This is an optimization exercise on Yosys and OpenROAD, whose aim is small area, not a production implementation.
Function was checked by simulation only, so behaviour that the tests miss may differ from the original.
The clock port is modelled as an ideal driver; clocking choices that lean on that would not hold on a real chip.
Power and IR drop assume default switching activity.

==> inputs of job 6049 <==
// ctrl_microondas
module ctrl_microondas
(
  input start,
  input stop,
  input pause,
  input porta,
  input mais,
  input menos,
  input potencia,
  input [1:0] min_mode,
  input sec_mode,
  input reset,
  input clock,
  output [7:0] an,
  output [7:0] dec_cat,
  output [2:0] potencia_rgb
);
  wire start_ed, pause_ed, stop_ed, mais_ed, menos_ed;
  wire t_pause_ed, done_ed;
  reg [1:0] EA;
  reg [1:0] sel_potencia;
  reg porta_pause;
  reg t_start_ed, t_stop_ed;    
  reg [6:0] min, sec;
  edge_detector startf (.clock(clock), .reset(reset), .din(start), .rising(start_ed));
  edge_detector pausef (.clock(clock), .reset(reset), .din(pause), .rising(pause_ed));
  edge_detector stopf (.clock(clock), .reset(reset), .din(stop), .rising(stop_ed));
  edge_detector menosf (.clock(clock), .reset(reset), .din(menos), .rising(menos_ed));
  edge_detector maisf (.clock(clock), .reset(reset), .din(mais), .rising(mais_ed));
  edge_detector tpausef (.clock(clock), .reset(reset), .din(porta_pause), .rising(t_pause_ed));
  timer timepp (.clock(clock), .reset(reset), .start(t_start_ed), .pause(t_pause_ed), .stop(t_stop_ed),
                .min(min), .sec(sec),
                .done(done_ed), .an(an), .dec_cat(dec_cat));
  always @(posedge clock or posedge reset)
    if (reset) begin
  ...
==> module edge_detector, before the edit <==
module edge_detector
(
  input clock, reset, din,
  output rising
);
  reg a;
  reg [16:0] Ln;    
  reg old;
  wire [16:0] L = Ln ^ 17'h0aaaa;
  wire lo_zero = ~|L[11:0];
  wire mid_zero = ~|L[15:13];
  wire wrap = lo_zero & mid_zero & ~L[12];              
  wire at13 = lo_zero & mid_zero & L[12] & ~L[16];      
  wire fb = L[16] ^ L[13] ^ wrap;
  wire leave = ~din & old;
  assign rising = ~a & L[0];
  always @(posedge clock or posedge reset)
    if (reset) begin
      a     <= 1'b0;
      Ln[0] <= 1'b0;
    end
    else begin
      a     <= a ? ~leave : L[0];
      Ln[0] <= a ? (fb & ~leave) : (~L[0] & din);
    end
  always @(posedge clock) begin
    Ln[16:1] <= (a ? L[15:0] : 16'd0) ^ 16'h5555;
    old <= a & ~wrap & (old | at13);
  end
endmodule
==> module timer, before the edit <==
module timer
(
  input start,         
  input pause,         
  input stop,          
  input [6:0] min,
  input [6:0] sec,
  input reset,
  input clock,
  output [7:0] an,
  output [7:0] dec_cat,
  output done
);
  reg clk_1;
  reg [8:0] cont;
  reg [6:0] min_left;
  reg [5:0] sec_left;    
  reg [1:0] EA;
  wire wrap = &cont;
  wire tick = wrap & ~clk_1;
  wire [9:0] half_next = {clk_1, cont} + 10'd1;
  always @(posedge clock or posedge reset)
    if (reset)
      {clk_1, cont} <= 10'd12;
    else if (wrap | ~EA[1])
      {clk_1, cont} <= half_next | {6'd0, wrap, wrap, 2'd0};
  wire sec_zero = (sec_left == 6'd0);
  wire min_zero = (min_left == 7'd0);
  always @(posedge clock or posedge reset)
    if (reset)
      EA <= 2'd0;
    else
      case (EA)
        2'd0: if (start) EA <= 2'd1;
        2'd1: if (stop || (min_zero && sec_zero)) EA <= 2'd0;
              else if (pause) EA <= 2'd2;
        default: if (pause || start) EA <= 2'd1;
                 else if (stop) EA <= 2'd0;
      endcase
  assign done = (EA == 2'd0);
  always @(posedge clock or posedge reset)
    if (reset) begin
      min_left <= 7'd0;
      sec_left <= 6'd0;
    end
    else if (tick) begin
      if (EA == 2'd0) begin
        min_left <= (min > 7'd99) ? 7'd99 : min;
        sec_left <= (sec > 7'd59) ? 6'd59 : sec[5:0];
      end
      else if (EA == 2'd1) begin
        if (sec_zero) begin
          min_left <= min_left - 7'd1;
          sec_left <= 6'd59;
        end
        else
          sec_left <= sec_left - 6'd1;
      end
    end
  dspl_drv_NexysA7 driver (.reset(reset), .clock(clock),
    .min_left(min_left), .sec_left(sec_left), .an(an), .dec_cat(dec_cat));
endmodule
==> module ctrl_microondas, before the edit <==
module ctrl_microondas
(
  input start,
  input stop,
  input pause,
  input porta,
  input mais,
  input menos,
  input potencia,
  input [1:0] min_mode,
  input sec_mode,
  input reset,
  input clock,
  output [7:0] an,
  output [7:0] dec_cat,
  output [2:0] potencia_rgb
);
  wire start_ed, pause_ed, stop_ed, mais_ed, menos_ed;
  wire t_pause_ed, done_ed;
  reg [1:0] EA;
  reg [1:0] sel_potencia;
  reg porta_pause;
  reg t_start_ed, t_stop_ed;    
  reg [6:0] min, sec;
  edge_detector startf (.clock(clock), .reset(reset), .din(start), .rising(start_ed));
  edge_detector pausef (.clock(clock), .reset(reset), .din(pause), .rising(pause_ed));
  edge_detector stopf (.clock(clock), .reset(reset), .din(stop), .rising(stop_ed));
  edge_detector menosf (.clock(clock), .reset(reset), .din(menos), .rising(menos_ed));
  edge_detector maisf (.clock(clock), .reset(reset), .din(mais), .rising(mais_ed));
  edge_detector tpausef (.clock(clock), .reset(reset), .din(porta_pause), .rising(t_pause_ed));
  timer timepp (.clock(clock), .reset(reset), .start(t_start_ed), .pause(t_pause_ed), .stop(t_stop_ed),
                .min(min), .sec(sec),
                .done(done_ed), .an(an), .dec_cat(dec_cat));
  always @(posedge clock or posedge reset)
    if (reset) begin
      porta_pause <= 1'b0;
      t_start_ed  <= 1'b0;
      t_stop_ed   <= 1'b0;
    end
    else begin
      porta_pause <= pause_ed | porta;
      t_start_ed  <= start_ed;
      t_stop_ed   <= stop_ed;
    end
  always @(posedge clock or posedge reset)
    if (reset)
      EA <= 2'd0;
    else
      case (EA)
        2'd0: if (start_ed) EA <= 2'd3;
        2'd1: if (porta_pause) EA <= 2'd2;
              else if (stop_ed || done_ed) EA <= 2'd0;
        2'd2: if (start_ed || porta_pause) EA <= 2'd1;
        default: if (!done_ed) EA <= 2'd1;
      endcase
  wire sel_min = min_mode[1] | min_mode[0];
  wire ten = min_mode[1] | (~min_mode[0] & sec_mode);
  wire [6:0] op = sel_min ? min : sec;
  wire [6:0] k = ten ? (mais_ed ? 7'd10 : -7'd10) : (mais_ed ? 7'd1 : -7'd1);
  wire [6:0] res = op + k;
  wire go = (mais_ed | menos_ed) & ~potencia;
  wire to99 = min_mode[1] & mais_ed & (min >= 7'd90);
  always @(posedge clock or posedge reset)
    if (reset) begin
      min <= 7'd0;
      sec <= 7'd0;
    end
    else if (EA == 2'd1) begin
      min <= 7'd0;
      sec <= 7'd0;
    end
    else if (go) begin
      if (to99) begin
        min <= 7'd99;
        sec <= 7'd59;
      end
      else if (sel_min)
        min <= res;
      else
        sec <= res;
    end
  always @(posedge clock or posedge reset)
    if (reset)
      sel_potencia <= 2'd0;
    else if (potencia && EA == 2'd0) begin
      if (mais_ed)
        sel_potencia <= (sel_potencia == 2'd0) ? 2'd1 : 2'd2;
      else if (menos_ed)
        sel_potencia <= (sel_potencia == 2'd2) ? 2'd1 : 2'd0;
    end
  assign potencia_rgb = (EA[0] && !porta_pause) ?
                        {sel_potencia[1], sel_potencia == 2'd1, sel_potencia == 2'd0} : 3'b000;
endmodule
clock: 10.0 ns
lec_check: 0
cap_margin: 20
core_margin: 2
core_utilization: 40
slew_margin: 20
standard.sh (not shown) runs the stock make flow with config.mk's settings and CLKGATE_MAP_FILE= SYNTH_SCRIPT=/design/flow/synth_recipe.tcl, a recipe that flattens the netlist after the stock synthesis.
==> flow/flow/run.sh <==
#!/bin/bash
# Own layout flow: the standard ORFS flow with
#  - synthesis: the standard synthesis script, but an area-oriented ABC script
#    for the combinational logic and no separate adder extraction (registers
#    come from the same dfflibmap step, so they keep their names and cells);
#  - port buffers of the smallest buffer cell;
#  - clock tree without dummy loads, from small clock buffers.
# Each tool's full output goes to a log of its own under logs/.
set -euo pipefail
W=$(pwd)
mkdir -p logs
F=$W/flow

# synthesis script: synth_recipe.tcl with synth.tcl's ABC script swapped
sed -e "s|^source \$::env(SCRIPTS_DIR)/synth_preamble.tcl\$|source \$::env(SCRIPTS_DIR)/synth_preamble.tcl\nset abc_args [lreplace \$abc_args 1 1 $F/area.abc]|" \
  "$FLOW_HOME/scripts/synth.tcl" > "$W/synth_own.tcl"
grep -q "area.abc" "$W/synth_own.tcl"
sed -e "s|^source \$::env(SCRIPTS_DIR)/synth.tcl\$|source $W/synth_own.tcl|" "$W/synth_recipe.tcl" > "$W/own_synth.tcl"
grep -q "synth_own.tcl" "$W/own_synth.tcl"

make -C "$FLOW_HOME" DESIGN_CONFIG="$W/config.mk" WORK_HOME="$W/orfs" CLKGATE_MAP_FILE= \
  SYNTH_SCRIPT="$W/own_synth.tcl" ADDER_MAP_FILE= \
  BUFFER_PORTS_ARGS="-buffer_cell sky130_fd_sc_hd__buf_1" \
  CTS_ARGS="$(cat $F/cts_args.txt)" \
  finish > logs/make_finish.log 2>&1

R=$W/orfs/results/sky130hd/ctrl_microondas/base
: # left out here: write the final layout as DEF
==> flow/flow/area.abc <==
strash
dc2
dch -f
amap
mfs2
strash
dc2
dch -f
amap
topo
==> flow/flow/cts_args.txt <==
-sink_clustering_enable -repair_clock_nets -dont_use_dummy_load -buf_list {sky130_fd_sc_hd__clkbuf_4 sky130_fd_sc_hd__clkbuf_8}
==> job 2821: changes against job 6049 <==
--- a/flow/design.v
+++ b/flow/design.v
@@ -1,7 +1,9 @@
 module edge_detector
+  #(parameter DELAYED = 0)    
 (
   input clock, reset, din,
-  output rising
+  output rising,
+  output rising_d      
 );
   reg a;
   reg [16:0] Ln;    
@@ -10,10 +12,12 @@
   wire lo_zero = ~|L[11:0];
   wire mid_zero = ~|L[15:13];
   wire wrap = lo_zero & mid_zero & ~L[12];              
+  wire zero = wrap & ~L[16];
   wire at13 = lo_zero & mid_zero & L[12] & ~L[16];      
   wire fb = L[16] ^ L[13] ^ wrap;
-  wire leave = ~din & old;
+  wire leave = DELAYED ? ~din & old & ~zero : ~din & old;
   assign rising = ~a & L[0];
+  assign rising_d = a & zero & ~old;
   always @(posedge clock or posedge reset)
     if (reset) begin
       a     <= 1'b0;
@@ -25,7 +29,7 @@
     end
   always @(posedge clock) begin
     Ln[16:1] <= (a ? L[15:0] : 16'd0) ^ 16'h5555;
-    old <= a & ~wrap & (old | at13);
+    old <= DELAYED ? a & ((old & ~zero) | at13) : a & ~wrap & (old | at13);
   end
 endmodule
 module dspl_drv_NexysA7
@@ -121,24 +125,18 @@
                  else if (stop) EA <= 2'd0;
       endcase
   assign done = (EA == 2'd0);
+  wire [5:0] sec_dec = sec_zero ? 6'd59 : sec_left - 6'd1;
+  wire [6:0] min_dec = sec_zero ? min_left - 7'd1 : min_left;
+  wire [5:0] sec_ld = (sec > 7'd59) ? 6'd59 : sec[5:0];
+  wire [6:0] min_ld = (min > 7'd99) ? 7'd99 : min;
   always @(posedge clock or posedge reset)
     if (reset) begin
       min_left <= 7'd0;
       sec_left <= 6'd0;
     end
-    else if (tick) begin
-      if (EA == 2'd0) begin
-        min_left <= (min > 7'd99) ? 7'd99 : min;
-        sec_left <= (sec > 7'd59) ? 6'd59 : sec[5:0];
-      end
-      else if (EA == 2'd1) begin
-        if (sec_zero) begin
-          min_left <= min_left - 7'd1;
-          sec_left <= 6'd59;
-        end
-        else
-          sec_left <= sec_left - 6'd1;
-      end
+    else if (tick & ~EA[1]) begin
+      min_left <= EA[0] ? min_dec : min_ld;
+      sec_left <= EA[0] ? sec_dec : sec_ld;
     end
   dspl_drv_NexysA7 driver (.reset(reset), .clock(clock),
     .min_left(min_left), .sec_left(sec_left), .an(an), .dec_cat(dec_cat));
@@ -165,27 +163,23 @@
   reg [1:0] EA;
   reg [1:0] sel_potencia;
   reg porta_pause;
-  reg t_start_ed, t_stop_ed;    
+  wire t_start_ed, t_stop_ed;    
   reg [6:0] min, sec;
-  edge_detector startf (.clock(clock), .reset(reset), .din(start), .rising(start_ed));
-  edge_detector pausef (.clock(clock), .reset(reset), .din(pause), .rising(pause_ed));
-  edge_detector stopf (.clock(clock), .reset(reset), .din(stop), .rising(stop_ed));
-  edge_detector menosf (.clock(clock), .reset(reset), .din(menos), .rising(menos_ed));
-  edge_detector maisf (.clock(clock), .reset(reset), .din(mais), .rising(mais_ed));
-  edge_detector tpausef (.clock(clock), .reset(reset), .din(porta_pause), .rising(t_pause_ed));
+  edge_detector #(.DELAYED(1)) startf (.clock(clock), .reset(reset), .din(start), .rising(start_ed), .rising_d(t_start_ed));
+  edge_detector pausef (.clock(clock), .reset(reset), .din(pause), .rising(pause_ed), .rising_d());
+  edge_detector #(.DELAYED(1)) stopf (.clock(clock), .reset(reset), .din(stop), .rising(stop_ed), .rising_d(t_stop_ed));
+  edge_detector menosf (.clock(clock), .reset(reset), .din(menos), .rising(menos_ed), .rising_d());
+  edge_detector maisf (.clock(clock), .reset(reset), .din(mais), .rising(mais_ed), .rising_d());
+  edge_detector tpausef (.clock(clock), .reset(reset), .din(porta_pause), .rising(t_pause_ed), .rising_d());
   timer timepp (.clock(clock), .reset(reset), .start(t_start_ed), .pause(t_pause_ed), .stop(t_stop_ed),
                 .min(min), .sec(sec),
                 .done(done_ed), .an(an), .dec_cat(dec_cat));
   always @(posedge clock or posedge reset)
     if (reset) begin
       porta_pause <= 1'b0;
-      t_start_ed  <= 1'b0;
-      t_stop_ed   <= 1'b0;
     end
     else begin
       porta_pause <= pause_ed | porta;
-      t_start_ed  <= start_ed;
-      t_stop_ed   <= stop_ed;
     end
   always @(posedge clock or posedge reset)
     if (reset)
@@ -205,12 +199,14 @@
   wire [6:0] res = op + k;
   wire go = (mais_ed | menos_ed) & ~potencia;
   wire to99 = min_mode[1] & mais_ed & (min >= 7'd90);
-  always @(posedge clock or posedge reset)
-    if (reset) begin
-      min <= 7'd0;
-      sec <= 7'd0;
-    end
-    else if (EA == 2'd1) begin
+  reg fresh;
+  always @(posedge clock or posedge reset)
+    if (reset)
+      fresh <= 1'b1;
+    else
+      fresh <= 1'b0;
+  always @(posedge clock)
+    if (fresh || EA == 2'd1) begin
       min <= 7'd0;
       sec <= 7'd0;
     end
--- a/flow/flow/run.sh
+++ b/flow/flow/run.sh
@@ -4,7 +4,8 @@
 #    for the combinational logic and no separate adder extraction (registers
 #    come from the same dfflibmap step, so they keep their names and cells);
 #  - port buffers of the smallest buffer cell;
-#  - clock tree without dummy loads, from small clock buffers.
+#  - a clock tree built by hand (clock_tree.tcl, run before CTS): a root
+#    buffer and one leaf buffer per group of nearby registers.
 # Each tool's full output goes to a log of its own under logs/.
 set -euo pipefail
 W=$(pwd)
@@ -21,6 +22,7 @@
 make -C "$FLOW_HOME" DESIGN_CONFIG="$W/config.mk" WORK_HOME="$W/orfs" CLKGATE_MAP_FILE= \
   SYNTH_SCRIPT="$W/own_synth.tcl" ADDER_MAP_FILE= \
   BUFFER_PORTS_ARGS="-buffer_cell sky130_fd_sc_hd__buf_1" \
+  PRE_CTS_TCL="$F/clock_tree.tcl" \
   CTS_ARGS="$(cat $F/cts_args.txt)" \
   finish > logs/make_finish.log 2>&1
 
==> flow/flow/area.abc (replaced) <==
strash
dc2
dch -f
amap -F 4 -A 8
mfs2
strash
dc2
dch -f
amap -F 4 -A 8
topo
==> flow/flow/clock_tree.tcl (new file) <==
# Builds the clock tree by hand before clock_tree_synthesis runs: the
# registers are split into 3 x 3 groups of nearby registers (columns by x,
# then rows by y), and each group gets one clock buffer placed at its
# centre, driven from one root buffer. That root buffer, between the
# port and these buffers is the port's only load; clock_tree_synthesis is
# told to leave these nets alone.
set ngroup_x 3
set ngroup_y 3
set bufcell sky130_fd_sc_hd__clkbuf_8
set rootcell sky130_fd_sc_hd__clkbuf_8
set block [ord::get_db_block]
set clknet [$block findNet clock]
set sinks {}
foreach it [$clknet getITerms] {
  set inst [$it getInst]
  set bb [$inst getBBox]
  lappend sinks [list $it [expr {([$bb xMin] + [$bb xMax]) / 2}] [expr {([$bb yMin] + [$bb yMax]) / 2}]]
}
proc split_list {l n} {
  set out {}
  set len [llength $l]
  for {set i 0} {$i < $n} {incr i} {
    lappend out [lrange $l [expr {$i * $len / $n}] [expr {($i + 1) * $len / $n - 1}]]
  }
  return $out
}
set groups {}
foreach col [split_list [lsort -integer -index 1 $sinks] $ngroup_x] {
  foreach g [split_list [lsort -integer -index 2 $col] $ngroup_y] {
    lappend groups $g
  }
}
set master [[ord::get_db] findMaster $bufcell]
# the root buffer, at the centre of the registers, is the clock port's only load
set sx 0; set sy 0
foreach s $sinks { incr sx [lindex $s 1]; incr sy [lindex $s 2] }
set root [odb::dbInst_create $block [[ord::get_db] findMaster $rootcell] clkbuf_own_root]
set rootnet [odb::dbNet_create $block clknet_own_root]
$rootnet setSigType CLOCK
[$root findITerm A] connect $clknet
[$root findITerm X] connect $rootnet
$root setLocation [expr {$sx / [llength $sinks]}] [expr {$sy / [llength $sinks]}]
$root setPlacementStatus PLACED
set skip [list clock clknet_own_root]
set k 0
foreach g $groups {
  set sx 0; set sy 0
  foreach s $g { incr sx [lindex $s 1]; incr sy [lindex $s 2] }
  set cx [expr {$sx / [llength $g]}]
  set cy [expr {$sy / [llength $g]}]
  set bi [odb::dbInst_create $block $master clkbuf_own_$k]
  set n [odb::dbNet_create $block clknet_own_$k]
  $n setSigType CLOCK
  foreach s $g {
    set it [lindex $s 0]
    $it disconnect
    $it connect $n
  }
  [$bi findITerm A] connect $rootnet
  lappend skip clknet_own_$k
  [$bi findITerm X] connect $n
  $bi setLocation $cx $cy
  $bi setPlacementStatus PLACED
  puts "clock group $k: [llength $g] registers, buffer at $cx $cy"
  incr k
}
# clock_tree_synthesis leaves these nets as they are
set_cts_config -skip_nets $skip
==> qor summary <==
item                                                       job 2821        job 6049
Status                                               finished clean  finished clean
Sequential power share                                        0.656           0.632
Slew Limit Headroom                                          0.4736          0.3695
Final Core Density                                           0.4373          0.4463
Synth Area in Compound Gates                                 0.1682          0.1488
Power per cell area                                   163.4 mW/mm^2   161.0 mW/mm^2
Signal arrival time at the worst endpoint                   4.96 ns         4.97 ns
Via-per-instance ratio                                        5.155           4.903
Final cell area excluding filler cells               0.006922 sq mm  0.007116 sq mm
Fraction of standard cell area that is sequential            0.5318          0.5305
Slew at the pin with the worst max-slew slack             0.7813 ns       0.9371 ns
FF-to-FF path depth                                              18              23
Worst vdd ir                                               71.58 uV        98.62 uV
Reg area                                             0.003681 sq mm  0.003775 sq mm
Total wire length after detailed routing                   12.91 mm        12.46 mm
Clk pin slew, worst setup/hold paths                        0.11 ns         0.09 ns
Core Region                                           0.01583 sq mm   0.01594 sq mm
Share of cell area taken by multi-input logic gates          0.3561          0.3369
Initial standard-cell utilization of the core                0.4066          0.4093
Skew-Pair Late Insertion Delay                              0.42 ns         0.44 ns
Layout-stage area growth over the synthesis result           7.564%          9.051%

[afterwards: timing with drivers on the ports]
Ports are ideal in the flow. The routed layouts listed here were re-timed in OpenROAD.
Step 1 (the two cells are an assumption about what drives the block):
set clk [get_ports {clock}]
set_driving_cell -lib_cell sky130_fd_sc_hd__clkbuf_16 $clk
set_driving_cell -lib_cell sky130_fd_sc_hd__buf_2 [delete_from_list [all_inputs] $clk]
Step 2, shift: input delay + t, output delay - t, t = (earliest + latest rising clock arrival at the registers) / 2. This alone moves slack from input paths to output paths.
Slacks: ideal ports / drivers / drivers and shift; pairs: ideal ports / drivers.
run | shift t [ns] | slack for setup (ns) | worst setup path after step 2 | worst data-port slew with drivers (ns)
job 6049 | 0.460 | 5.322 / 5.338 / 4.878 | input to register | 0.03
job 2821 | 0.444 | 5.358 / 5.369 / 4.925 | input to register | 0.04
After both steps every run listed still meets setup and hold. For job 6049, which loses most, drivers alone change the setup slack by +0.016 ns; drivers and shift together by -0.444 ns.
